What follows belongs to an exercise in optimizing a design on an open flow for small area, a short achievable clock period and few clock cycles per item; a production flow would make more cautious choices. Function was checked by simulation only, so behaviour that the tests miss may differ from the original.

[flow/run.sh]
#!/bin/bash
# synth_recipe.tcl (not shown) runs the flow's synth.tcl, then flattens the netlist and writes it again
# the make line also repeats each setting of config.mk as NAME=value (left out here)
make -C /OpenROAD-flow-scripts/flow DESIGN_CONFIG=/design/flow/config.mk WORK_HOME=/design/flow/orfs CLKGATE_MAP_FILE= SYNTH_SCRIPT=/design/flow/synth_recipe.tcl finish
[flow/constraint.sdc]
create_clock -name core_clock -period 7.5 [get_ports {clk}]
set_input_delay 1.5000 -clock core_clock [delete_from_list [all_inputs] [get_ports {clk}]]
set_output_delay 1.5000 -clock core_clock [all_outputs]
set_load 0.01 [all_outputs]
[flow/config.mk]
export PLATFORM = sky130hd
export DESIGN_NAME = geofence
export DESIGN_NICKNAME = geofence
export VERILOG_FILES = /design/flow/design.v
export SDC_FILE = /design/flow/constraint.sdc
export NUM_CORES = 4
export LEC_CHECK = 0
export CAP_MARGIN = 20
export CORE_MARGIN = 2
export CORE_UTILIZATION = 40
export SLEW_MARGIN = 20
[flow/design.v]
module Mul (input clk,
            input reset,
            input signed [10:0] A,
            input signed [10:0] B,
            output signed [20:0] out);
    assign out = A * B;
endmodule
module CrossProduct (input clk,
                     input reset,
                     input start_flg,
                     input signed [10:0] Ax,
                     input signed [10:0] Bx,
                     input signed [10:0] Ay,
                     input signed [10:0] By,
                     output cmp_flg,
                     output reg A_bigger_B_flg);
    reg signed [10:0] Mul_A;
    reg signed [10:0] Mul_B;
    reg signed [20:0] tmp;
    wire signed [20:0] Mul_O;
    reg [1:0]timer;
    assign cmp_flg = (timer == 2'd3);
    Mul M0(
    .clk(clk),
    .reset(reset),
    .A(Mul_A),
    .B(Mul_B),
    .out(Mul_O));
    always @(posedge clk or posedge reset) begin
        if (reset) begin
            timer <= 2'd0;
        end
        else if(!start_flg) begin
            timer <= 2'd0;
        end
        else if (start_flg) begin
            timer <= timer + 2'd1;
        end
        else begin
            timer <= 2'd0;
        end
    end
    always @(posedge clk or posedge reset) begin
        if (reset) begin
            Mul_A <= 11'b0;
            Mul_B <= 11'b0;
        end
        else if(!start_flg) begin
            Mul_A <= 11'b0;
            Mul_B <= 11'b0;
        end
        else if (start_flg) begin
            case(timer)
                2'd0: begin
                    Mul_A <= Bx;
                    Mul_B <= Ay;
                end
                2'd1: begin
                    Mul_A <= Ax;
                    Mul_B <= By;
                end
                2'd2: begin
                    Mul_A <= 11'd0;
                    Mul_B <= 11'd0;
                end
                default: begin
                    Mul_A <= 11'd0;
                    Mul_B <= 11'd0;
                end
            endcase
        end
        else begin
            Mul_A <= 11'd0;
            Mul_B <= 11'd0;
        end
    end
    always @(posedge clk or posedge reset) begin
        if (reset) begin
            tmp <= 21'd0;
        end
        else if(!start_flg) begin
            tmp <= 21'd0;
        end
        else if (start_flg) begin
            case(timer)
                2'd0: begin
                    tmp <= 21'd0;
                end
                2'd1: begin
                    tmp <= Mul_O;
                end
                2'd2: begin
                    tmp <= tmp;
                end
                default: begin
                    tmp <= 21'd0;
                end
            endcase
        end
        else begin
            tmp <= 21'd0;
        end
    end
    wire [20:0] div = $signed(tmp) - $signed(Mul_O);
    wire cmp = !div[20];
    always @(posedge clk or posedge reset) begin
        if (reset) begin
            A_bigger_B_flg <= 1'd0;
        end
        else if(!start_flg) begin
            A_bigger_B_flg <= 1'd0;
        end
        else if (start_flg) begin
            if (timer == 2'd2) begin
                A_bigger_B_flg <= cmp;
            end
            else begin
                A_bigger_B_flg <= A_bigger_B_flg;
            end
        end
        else begin
            A_bigger_B_flg <= A_bigger_B_flg;
        end
    end
endmodule
module geofence (clk,
                 reset,
                 X,
                 Y,
                 valid,
                 is_inside);
    input clk;
    input reset;
    input [9:0] X;
    input [9:0] Y;
    output valid;
    output is_inside;
    localparam FALSE = 1'd0;
    localparam TRUE  = !FALSE;
    localparam STORE_NODE      = 3'd0;
    localparam STORE_FENCE     = 3'd1;
    localparam CACULATE_VECTOR = 3'd2;
    localparam FENCE_BUILD     = 3'd3;
    localparam ORDER_CHANGE    = 3'd4;
    localparam CACULATE_NODE   = 3'd5;
    localparam DETECT_NODE     = 3'd6;
    localparam CACULATE_OVER   = 3'd7;
    reg [2:0] cur_state, next_state;
    reg [2:0] node_ptr, node_ptr2;
    reg signed [10:0] cmp_node_x, cmp_node_y;
    reg signed [10:0] fence_node_x [5:0];
    reg signed [10:0] fence_node_y [5:0];
    reg p_n_flg, cross_start_flg;
    wire cross_cmp_flg, A_bigger_B_flg;
    reg signed [10:0] Ax, Bx, Ay, By;
    reg is_inside_tmp;
    integer i;
    assign is_inside = is_inside_tmp;
    assign valid = (cur_state == CACULATE_OVER) ? TRUE : FALSE;
    CrossProduct C0(
    .clk(clk),
    .reset(reset),
    .start_flg(cross_start_flg),
    .Ax(Ax),
    .Bx(Bx),
    .Ay(Ay),
    .By(By),
    .cmp_flg(cross_cmp_flg),
    .A_bigger_B_flg(A_bigger_B_flg));
    wire STORE_FENCE_flg     = (node_ptr == 3'd5) ? TRUE : FALSE;
    wire CACULATE_VECTOR_flg = (node_ptr == 3'd0) ? TRUE : FALSE;
    wire FENCE_BUILD_flg     = (cross_cmp_flg) ? TRUE : FALSE;
    wire ORDER_CHANGE_flg    = (node_ptr == 3'd4 && node_ptr2 == 3'd5) ? TRUE : FALSE;
    wire CACULATE_NODE_flg   = (cross_cmp_flg) ? TRUE : FALSE;
    wire DETECT_NODE_flg     = ((node_ptr != 0 && A_bigger_B_flg != p_n_flg) || (node_ptr == 3'd5)) ? TRUE : FALSE;
    always @(posedge clk or posedge reset) begin
        if (reset) begin
            cur_state <= STORE_NODE;
        end
        else begin
            cur_state <= next_state;
        end
    end
    always @(*) begin
        case(cur_state)
            STORE_NODE : begin
                next_state = STORE_FENCE;
            end
            STORE_FENCE : begin
                next_state = (STORE_FENCE_flg) ? CACULATE_VECTOR : STORE_FENCE;
            end
            CACULATE_VECTOR : begin
                next_state = (CACULATE_VECTOR_flg) ? FENCE_BUILD : CACULATE_VECTOR;
            end
            FENCE_BUILD : begin
                next_state = (FENCE_BUILD_flg) ? ORDER_CHANGE : FENCE_BUILD;
            end
            ORDER_CHANGE : begin
                next_state = (ORDER_CHANGE_flg) ? CACULATE_NODE : FENCE_BUILD;
            end
            CACULATE_NODE : begin
                next_state = (CACULATE_NODE_flg) ? DETECT_NODE : CACULATE_NODE;
            end
            DETECT_NODE : begin
                next_state = (DETECT_NODE_flg) ? CACULATE_OVER : CACULATE_NODE;
            end
            CACULATE_OVER : begin
                next_state = STORE_NODE;
            end
        endcase
    end
    always @(posedge clk or posedge reset) begin
        if (reset) begin
            cmp_node_x <= 11'd0;
            cmp_node_y <= 11'd0;
        end
        else begin
            case(cur_state)
                STORE_NODE : begin
                    cmp_node_x <= $signed({1'b0, X});
                    cmp_node_y <= $signed({1'b0, Y});
                end
                CACULATE_VECTOR : begin
                    if (node_ptr == 3'd5) begin
                        cmp_node_x <= cmp_node_x - $signed({1'b0, fence_node_x[0]});
                        cmp_node_y <= cmp_node_y - $signed({1'b0, fence_node_y[0]});
                    end
                end
                default: begin
                    cmp_node_x <= cmp_node_x;
                    cmp_node_y <= cmp_node_y;
                end
            endcase
        end
    end
    always @(posedge clk or posedge reset) begin
        if (reset) begin
            for(i = 0; i<6; i = i+1) begin
                fence_node_x[i] <= 11'd0;
                fence_node_y[i] <= 11'd0;
            end
        end
        else begin
            case(cur_state)
                STORE_FENCE : begin
                    fence_node_x[node_ptr] <= $signed({1'b0, X});
                    fence_node_y[node_ptr] <= $signed({1'b0, Y});
                end
                CACULATE_VECTOR : begin
                    fence_node_x[node_ptr] <= fence_node_x[node_ptr] - $signed({1'b0, fence_node_x[0]});
                    fence_node_y[node_ptr] <= fence_node_y[node_ptr] - $signed({1'b0, fence_node_y[0]});
                end
                ORDER_CHANGE : begin
                    if (!A_bigger_B_flg) begin  
                        fence_node_x[node_ptr]  <= fence_node_x[node_ptr2];
                        fence_node_x[node_ptr2] <= fence_node_x[node_ptr];
                        fence_node_y[node_ptr]  <= fence_node_y[node_ptr2];
                        fence_node_y[node_ptr2] <= fence_node_y[node_ptr];
                    end
                end
                default: begin
                    for(i = 0; i<6; i = i+1) begin
                        fence_node_x[i] <= fence_node_x[i] ;
                        fence_node_y[i] <= fence_node_y[i] ;
                    end
                end
            endcase
        end
    end
    always @(posedge clk or posedge reset) begin
        if (reset) begin
            node_ptr <= 3'd0;
        end
        else begin
            case(cur_state)
                STORE_NODE : begin
                    node_ptr <= 3'd0;
                end
                STORE_FENCE : begin
                    if (node_ptr == 3'd5) begin
                        node_ptr <= 3'd5;
                    end
                    else begin
                        node_ptr <= node_ptr + 3'd1;
                    end
                end
                CACULATE_VECTOR : begin
                    if (node_ptr == 3'd0) begin
                        node_ptr <= 3'd1;
                    end
                    else begin
                        node_ptr <= node_ptr - 3'd1;
                    end
                end
                ORDER_CHANGE : begin
                    if (node_ptr == 3'd4 && node_ptr2 == 3'd5) begin
                        node_ptr <= 3'd0;
                    end
                    else if (node_ptr2 == 3'd5) begin
                        node_ptr <= node_ptr + 3'd1;
                    end
                    else begin
                        node_ptr <= node_ptr;
                    end
                end
                DETECT_NODE : begin
                    if (node_ptr == 3'd5) begin
                        node_ptr <= 3'd0;
                    end
                    else begin
                        node_ptr <= node_ptr + 3'd1;
                    end
                end
                default: begin
                    node_ptr <= node_ptr;
                end
            endcase
        end
    end
    always @(posedge clk or posedge reset) begin
        if (reset) begin
            node_ptr2 <= 3'd1;
        end
        else begin
            case(cur_state)
                STORE_NODE : begin
                    node_ptr2 <= 3'd1;
                end
                CACULATE_VECTOR : begin
                    node_ptr2 <= 3'd2;
                end
                ORDER_CHANGE : begin
                    if (node_ptr2 == 3'd5 && node_ptr == 3'd4) begin
                        node_ptr2 <= 3'd1;
                    end
                    else if (node_ptr2 == 3'd5) begin
                        node_ptr2 <= node_ptr + 3'd2;
                    end
                    else begin
                        node_ptr2 <= node_ptr2 + 3'd1;
                    end
                end
                DETECT_NODE : begin
                    if (node_ptr2 == 3'd5) begin
                        node_ptr2 <= 3'd0;
                    end
                    else begin
                        node_ptr2 <= node_ptr2 + 3'd1;
                    end
                end
                default: begin
                    node_ptr2 <= node_ptr2;
                end
            endcase
        end
    end
    always @(*) begin
        case(cur_state)
            FENCE_BUILD : begin
                Ax              = fence_node_x[node_ptr];
                Bx              = fence_node_x[node_ptr2];
                Ay              = fence_node_y[node_ptr];
                By              = fence_node_y[node_ptr2];
                cross_start_flg = 1'b1;
            end
            CACULATE_NODE : begin
                Ax              = cmp_node_x - fence_node_x[node_ptr];
                Bx              = fence_node_x[node_ptr] - fence_node_x[node_ptr2];
                Ay              = cmp_node_y - fence_node_y[node_ptr];
                By              = fence_node_y[node_ptr] - fence_node_y[node_ptr2];
                cross_start_flg = 1'b1;
            end
            default: begin
                Ax              = 11'd0;
                Bx              = 11'd0;
                Ay              = 11'd0;
                By              = 11'd0;
                cross_start_flg = 1'd0;
            end
        endcase
    end
    always @(posedge clk or posedge reset) begin
        if (reset) begin
            p_n_flg <= FALSE;
        end
        else begin
            case(cur_state)
                STORE_NODE : begin
                    p_n_flg <= FALSE;
                end
                CACULATE_NODE : begin
                    p_n_flg <= p_n_flg;
                end
                DETECT_NODE : begin
                    if (node_ptr == 3'd0) begin
                        p_n_flg <= A_bigger_B_flg;
                    end
                    else begin
                        p_n_flg <= p_n_flg;
                    end
                end
                default: begin
                    p_n_flg <= FALSE;
                end
            endcase
        end
    end
    always @(posedge clk or posedge reset) begin
        if (reset) begin
            is_inside_tmp <= FALSE;
        end
        else begin
            case(cur_state)
                STORE_NODE : begin
                    is_inside_tmp <= FALSE;
                end
                DETECT_NODE : begin
                    if(node_ptr == 3'd5 && A_bigger_B_flg == p_n_flg) begin
                        is_inside_tmp <= TRUE;
                    end
                    else begin
                        is_inside_tmp <= FALSE;
                    end
                end
                CACULATE_OVER : begin
                    is_inside_tmp <= is_inside_tmp;
                end
                default: begin
                    is_inside_tmp <= FALSE;
                end
            endcase
        end
    end
endmodule
==> reports/results.ini, run 1 <==
[critical_path]
arrival_ps = 7120
crit_top_cell = fa_1
critPathCaptureType = flop
path_class = flop to flop
reg2regPathDepth = 26
r2r-start = C0.Mul_A[4]
crit_required_ps = 8030
max_stage_delay_ps = 600
crit-reg2reg-capture = C0.A_bigger_B_flg
reg2reg_slack_ps = 910
cp-start-kind = flop
worstPathMaxFanout = 11
cp_slowest_cell = dfrtp_1
startpoint = C0.Mul_A[4]

[die]
core_area_sq_mm = 0.0526
die_height_um = 235
die_w_um = 235
initial_utilization = 0.405
die-area_sq_mm = 0.0550
std_cell_rows = 84
io_pins = 24

[synth]
ys_seq_area_frac = 0.248
syn_inst = 2600
synth_edf_count = 0
yosys.area_share.adder = 0.207
synth_top_family_by_area = compound AO/OA/AOI/OAI gates
synthSimpleGateAreaFrac = 0.161
synth_cell_types = 77
ys_ff_latch = 211
synth-compound-area-share = 0.258
synth_area_sq_mm = 0.0213
synthArstFlopShare = 1.00
yosysWarnings = 4
synth_area_per_cell_sq_um = 8.18
synth_xor_area_frac = 0.0317
synth_nets = 2902
synthMuxAreaShare = 0.0191
synth-main-ff-cell = dfrtp_1

[global_routing]
track_usage = 0.280
grt_pass1_vias = 19537
grt_max_degree = 174
grt_pass1_wl_um = 117000
antenna_found_initial = 2
overflow = 0

[clocking]
cts_buffer_depth = 3
tritoncts = built
ctsHoldBuffers = 0
cts_root_buffer = clkbuf_16
clk_latency_ps = 610
cts.clk_slew.worst_paths_ps = 60
htree_levels = 1
cts.sinks = 211
numCtsBuffers = 27
cts-resized-gates = 0
postCtsSetupBuffers = 0

[routing]
routedWlPerCell_um = 23.4
ant_nets = 0
firstDrtPassIters = 6
via_count = 19751
wirelength_um = 76200
drcViolationCount = 0
via_per_inst = 6.08
drt_first_iter_violations = 2195

[worst_hold_path]
min_to = C0.tmp[0]
min-delay-start = C0.tmp[0]
min_path_type = flop to flop
min_path_cells = 2

[finish]
final_cell_area_sq_mm = 0.0231
drive_above_1_share = 0.0714
utilization = 0.440
areaGrowthSynthToFinish_pct = 8.68
diodes = 0
nets = 2844

[sta]
finalHoldViolations = 0
fin_setup_tns_ps = 0
finalClockSkew_ps = 22.2
min_period_ps = 6590
max_freq_ghz = 0.152
slew_headroom = 0.287
setup_viol = 0
rsz0062_at_grt = false
worstMarginPinSlew_ps = 1070
fin_crit_sh = 0.878
slew_viol_final = 0

[job]
max_cap_viol_count = 0

[placed_design]
globalplace.congestion = 0.926
portBuffers = 23
place_area_sq_mm = 0.0222
place_hpwl_um = 51300

[outcome]
status = finished clean

==> cells by family after synthesis <==
group,Yosys count
XOR/XNOR,77
AND/OR/NAND/NOR,778
buffers and inverters,395
multiplexers,39
AO/OA/AOI/OAI,820
flip-flops,211
adder cells (fa/ha/maj),280
==> cell usage in the layout, fill, tap and decap left out, types with 18 or more instances in the layout <==
master,count
o21ai_1,18
o22ai_1,35
and2_1,67
o21ai_2,21
o211ai_1,42
nand2_1,250
buf_4,52
nor2b_1,35
dfrtp_1,210
a22oi_1,79
xor2_1,24
o21ai_0,174
a31oi_1,105
fa_1,121
a21oi_1,163
a21o_1,20
xnor2_1,53
inv_1,223
nand2b_1,29
mux2i_1,35
clkdlybuf4s50_1,23
a222oi_1,43
nor2_1,317
clkbuf_16,27
ha_1,158
==> cells in the mapped netlist (14+ instances only) <==
library cell	number	share of area
a22oi_1	79	0.028
o21a_1	14	0.0049
mux2i_1	35	0.016
o21ai_1	23	0.0054
fa_1	121	0.11
xnor2_1	53	0.022
and2_1	67	0.020
ha_1	159	0.094
dfrtp_1	210	0.25
nor3_1	17	0.0040
o21ai_2	21	0.0086
a222oi_1	43	0.020
nand2_1	250	0.044
buf_1	15	0.0026
xor2_1	24	0.0099
nor2b_1	37	0.011
a21o_1	20	0.0071
o21ai_0	174	0.041
a32oi_1	14	0.0058
a31oi_1	105	0.031
o22ai_1	36	0.011
nor2_1	321	0.057
buf_2	15	0.0035
clkbuf_1	124	0.022
a21oi_1	163	0.038
o211ai_1	42	0.015
nand2b_1	29	0.0085
inv_1	224	0.040
==> per-layer routing <==
layer	up-vias	part of all wire	GRT usage
met5	-	0	0
met4	0	0.054	0.132
met3	200	0.084	0.0435
met2	870	0.44	0.442
met1	9684	0.42	0.375
li1	8997	-	-
==> registers in the layout, summed over array words and instances, names as in the netlist <==
name               cells
cmp_node_x            11
is_inside_tmp          1
cmp_node_y            11
C0.Mul_A              11
C0.tmp                21
fence_node_x          66
node_ptr               3
cur_state              3
p_n_flg                1
fence_node_y          66
node_ptr2              3
C0.timer               2
C0.Mul_B              11
C0.A_bigger_B_flg      1
==> final cells by class <==
| class | instances | area, sq um |
|---|---|---|
| Timing Repair Buffer | 77 | 668 |
| Clock inverter | 16 | 164 |
| Inverter | 231 | 875 |
| Multi-Input combinational cell | 1994 | 14500 |
| Sequential cell | 211 | 5280 |
| Fill cell | 5171 | 29400 |
| Tap cell | 688 | 861 |
| Clock buffer | 34 | 752 |
==> through the flow <==
step	instances	hold slack, ps	setup WS (ps)
after CTS	3250	484	897
after floorplan	2600	450	236
after detailed placement	3200	472	925
final	3251	480	912
after global placement	3200	464	970
after global routing	3251	506	301
==> worst max-delay path by stage <==
stage | cells after the start | slack [ps] | endpoint
CTS | 26 | 900 | C0.A_bigger_B_flg
global placement | 25 | 970 | C0.A_bigger_B_flg
detailed placement | 26 | 930 | C0.A_bigger_B_flg
finish | 26 | 910 | C0.A_bigger_B_flg
floorplan | 1 | 240 | C0.A_bigger_B_flg
global route | 25 | 300 | C0.A_bigger_B_flg
==> critical path: cells and delay by family (launching register included) <==
kind	cells	cell delay [ps]
buf+inv	3	140
mux	1	220
xor+xnor	1	140
flops	1	600
compound gates	9	1430
simple gates	5	920
fa+ha+maj	7	3060
Testbench counts, summed over its fixed seeds: cycles 269,580, tests 3,200.
==> run 2: changes to the inputs <==
==> flow/design.v (replaced) <==
module Mul (input signed [10:0] A,
            input signed [10:0] B,
            output signed [20:0] out);
    assign out = A * B;
endmodule
module CrossProduct (input signed [10:0] ax,
                     input signed [10:0] ay,
                     input signed [10:0] bx,
                     input signed [10:0] by,
                     output pos);
    wire signed [21:0] d = Mul(ay, bx) - Mul(ax, by);
    assign pos = d[21];
    function signed [21:0] Mul(input signed [10:0] a, input signed [10:0] b);
        Mul = a * b;
    endfunction
endmodule
module geofence (clk,
                 reset,
                 X,
                 Y,
                 valid,
                 is_inside);
    input clk;
    input reset;
    input [9:0] X;
    input [9:0] Y;
    output valid;
    output is_inside;
    reg [3:0] cnt;
    reg [9:0] px, py;
    reg signed [10:0] ux, uy, sx, sy, ex, ey;
    reg ins;
    wire cs, ce;
    CrossProduct C0 (.ax(sx), .ay(sy), .bx(ux), .by(uy), .pos(cs));
    CrossProduct C1 (.ax(ex), .ay(ey), .bx(ux), .by(uy), .pos(ce));
    assign valid = (cnt == 4'd8);
    assign is_inside = ins;
    always @(posedge clk or posedge reset) begin
        if (reset)
            cnt <= 4'd0;
        else if (cnt == 4'd8)
            cnt <= 4'd0;
        else
            cnt <= cnt + 4'd1;
    end
    always @(posedge clk) begin
        if (cnt == 4'd0) begin
            px <= X;
            py <= Y;
        end
        ux <= $signed({1'b0, X}) - $signed({1'b0, px});
        uy <= $signed({1'b0, Y}) - $signed({1'b0, py});
        if (cnt == 4'd2 || (cnt >= 4'd3 && cnt <= 4'd7 && !cs && !ce)) begin
            sx <= ux;
            sy <= uy;
        end
        if (cnt == 4'd2 || (cnt >= 4'd3 && cnt <= 4'd7 && cs && ce)) begin
            ex <= ux;
            ey <= uy;
        end
        if (cnt == 4'd2)
            ins <= 1'b0;
        else if (cnt >= 4'd3 && cnt <= 4'd7 && !cs && ce)
            ins <= 1'b1;
    end
endmodule
==> reports/results.ini, run 2 <==
[placed_design]
portBuffers = 23  ; unchanged
globalplace.congestion = 0.839  ; was 0.926
place_hpwl_um = 40700  ; was 51300 um

[finish]
areaGrowthSynthToFinish_pct = 6.31  ; was 8.68%
nets = 2919  ; was 2844
layout_common_cells = 635 x inv_1, 528 x fa_1, 281 x and2_1  ; was 317 x nor2_1, 250 x nand2_1, 223 x inv_1
diodes = 0  ; unchanged
drive_above_1_share = 0.0264  ; was 0.0714
layout_commonest_cell = inv_1  ; was nor2_1

[worst_hold_path]
min_path_cells = 1  ; was 2
min_to = ins  ; was C0.tmp[0]
min_path_type = flop to flop  ; unchanged
min-delay-start = ins  ; was C0.tmp[0]

[routing]
drt_first_iter_violations = 631  ; was 2195
via_per_inst = 4.75  ; was 6.08
drcViolationCount = 0  ; unchanged
firstDrtPassIters = 5  ; was 6
ant_nets = 0  ; unchanged
via_count = 13727  ; was 19751
routedWlPerCell_um = 16.8  ; was 23.4 um
wirelength_um = 48600  ; was 76200 um

[critical_path]
crit_required_ps = 7560  ; was 8030 ps
startpoint = uy[2]  ; was C0.Mul_A[4]
reg2reg_slack_ps = 340  ; was 910 ps
crit-reg2reg-capture = sy[2]  ; was C0.A_bigger_B_flg
r2r-start = uy[2]  ; was C0.Mul_A[4]
reg2regPathDepth = 22  ; was 26
arrival_ps = 7220  ; was 7120 ps
cp-start-kind = flop  ; unchanged
critPathCaptureType = flop  ; unchanged
worstPathMaxFanout = 22  ; was 11
path_class = flop to flop  ; unchanged

[global_routing]
grt_pass1_wl_um = 82800  ; was 117000 um
overflow = 0  ; unchanged
antenna_found_initial = 1  ; was 2
grt_max_degree = 27  ; was 174
track_usage = 0.186  ; was 0.280
grt_pass1_vias = 15991  ; was 19537

[synth]
synth_nets = 2933  ; was 2902
synth_cell_types = 43  ; was 77
synth_area_per_cell_sq_um = 9.97  ; was 8.18 sq um
syn_inst = 2202  ; was 2600
ys_ff_latch = 91  ; was 211
yosysWarnings = 2  ; was 4
yosysMostFrequentCell = inv_1  ; was nor2_1
synth.area.top_cells = fa_1 48%, inv_1 11%, ha_1 10%  ; was dfrtp_1 25%, fa_1 11%, ha_1 9.4%
synth-main-ff-cell = edfxtp_1  ; was dfrtp_1
synth_top_area_share = 0.483  ; was 0.247
synth_edf_count = 64  ; was 0
synth_area_sq_mm = 0.0219  ; was 0.0213 sq mm
synthArstFlopShare = 0.0440  ; was 1.00
synth.largest_area_cell = fa_1  ; was dfrtp_1
yosys-top-cells-count = 635 x inv_1, 530 x fa_1, 281 x and2_1  ; was 321 x nor2_1, 250 x nand2_1, 224 x inv_1
ys_seq_area_frac = 0.113  ; was 0.248

[job]
max_cap_viol_count = 0  ; unchanged

[sta]
max_freq_ghz = 0.140  ; was 0.152 GHz
rsz0062_at_grt = false  ; unchanged
slew_headroom = 0.392  ; was 0.287
worstMarginPinSlew_ps = 911  ; was 1070 ps
fin_setup_tns_ps = 0  ; unchanged
fin_crit_sh = 0.955  ; was 0.878
holdWs_ps = 470  ; was 480 ps
min_period_ps = 7160  ; was 6590 ps
finalClockSkew_ps = 7.59  ; was 22.2 ps
finalHoldViolations = 0  ; unchanged
setup_viol = 0  ; unchanged
slew_viol_final = 0  ; unchanged

[clocking]
clk_latency_ps = 350  ; was 610 ps
tritoncts = built  ; unchanged
cts_buffer_depth = 2  ; was 3
cts.clk_slew.worst_paths_ps = 60  ; about the same
htree_levels = 3  ; was 1
numCtsBuffers = 9  ; was 27
cts_root_buffer = clkbuf_16  ; unchanged
cts.sinks = 91  ; was 211

[die]
die_w_um = 238  ; was 235 um
initial_utilization = 0.406  ; was 0.405
io_pins = 24  ; unchanged
die_height_um = 238  ; was 235 um
std_cell_rows = 85  ; was 84
die-area_sq_mm = 0.0568  ; was 0.0550 sq mm
core_area_sq_mm = 0.0540  ; was 0.0526 sq mm

[outcome]
status = finished clean  ; unchanged

[run 2: worst max-delay path by stage]
stage              to  slack [ps]  cells after the start
2_1_floorplan   ex[0]         240                     22
3_3_place_gp   ey[10]         330                     23
3_5_place_dp    ey[7]         150                     22
4_1_cts         ey[7]         140                     22
5_1_grt         sy[2]          30                     22
6_report        sy[2]         340                     22
[run 2: critical path: stages, from the launching register on]
cell and delay [ps]:
dfxtp_1 750, buf_4 300, and2_1 170, fa_1 460, fa_1 470, fa_1 510, inv_1 50, fa_1 560
fa_1 450, fa_1 500, inv_1 50, fa_1 480, inv_1 40, ha_1 290, a21o_1 160, a21oi_1 220
o211ai_1 140, a221oi_1 310, o31ai_1 130, xnor2_1 360, nand3b_1 140, nand2_1 140, buf_12 180
[run 2: per-stage QoR]
step	worst slack [ps]	cell area, sq um	utilization	std cells
3_3_place_gp	331	23000	0.426	2872
5_1_grt	31.3	23300	0.432	2889
3_5_place_dp	154	23000	0.426	2872
4_1_cts	137	23300	0.432	2888
2_1_floorplan	239	21900	-	2202
6_report	338	23300	0.432	2889
[run 2: layout make-up]
type                    count  area [sq um]
well taps                 696           871
multi-input cells        1388         16800
clock buffers              12           236
repair buffers             62           548
flip-flops and latches     91          2480
inverters                 636          2390
fillers                  5269         30700
clock inverters             4          42.5
[run 2: per-layer routing]
| metal | track usage | up-vias | routed length, um |
|---|---|---|---|
| li1 | - | 6224 | - |
| met1 | 0.257 | 7142 | 21400 |
| met2 | 0.320 | 304 | 24100 |
| met3 | 0.0170 | 57 | 1970 |
| met4 | 0.0420 | 0 | 1120 |
| met5 | 0 | - | 0 |
[run 2: timing repair]
action,CTS,global route
buffers inserted,0,1
endpoints found under the hold margin,0,0
hold buffers,0,0
resized for setup,0,4
endpoints found under the setup margin,0,44
[run 2: cells by family (layout without fill, tap and decap cells)]
family          count (synthesis)  count (layout)  share of synthesized area
compound gates                 71              71                     0.0211
xor+xnor                       57              57                     0.0227
fa+ha+maj                     709             709                      0.585
buf+inv                       723             714                      0.124
flops                          91              91                      0.113
mux                             1               1                   0.000456
simple gates                  550             550                      0.133
Testbench counts of run 2, summed over its fixed seeds: cycles 28,800, tests 3,200.

## static timing again, ports no longer ideal
In the flow no input, the clock included, has a driving cell. The finished layouts below were timed again as built, in two steps.
Step 1 (the two cells are an assumption about what drives the block):
set clk [get_ports {clk}]
set_driving_cell -lib_cell sky130_fd_sc_hd__clkbuf_16 $clk
set_driving_cell -lib_cell sky130_fd_sc_hd__buf_2 [delete_from_list [all_inputs] $clk]
Step 2 also shifts input and output timing later by t, the mid clock arrival at the registers, as if the neighbouring blocks saw the same clock.
Three values: ideal, step 1, step 2; two values: the first two.
run	shift t [ns]	slack for setup (ns)	latest minus earliest clock arrival (ns)	worst slew at a driven data input, ns	cell pins on the clock port's net
run 1	0.651	0.912 / 0.912 / 0.912	0.027 / 0.027	0.06	1
run 2	0.383	0.338 / 0.338 / 0.338	0.008 / 0.008	0.04	1
After both steps every run listed still meets setup and hold.
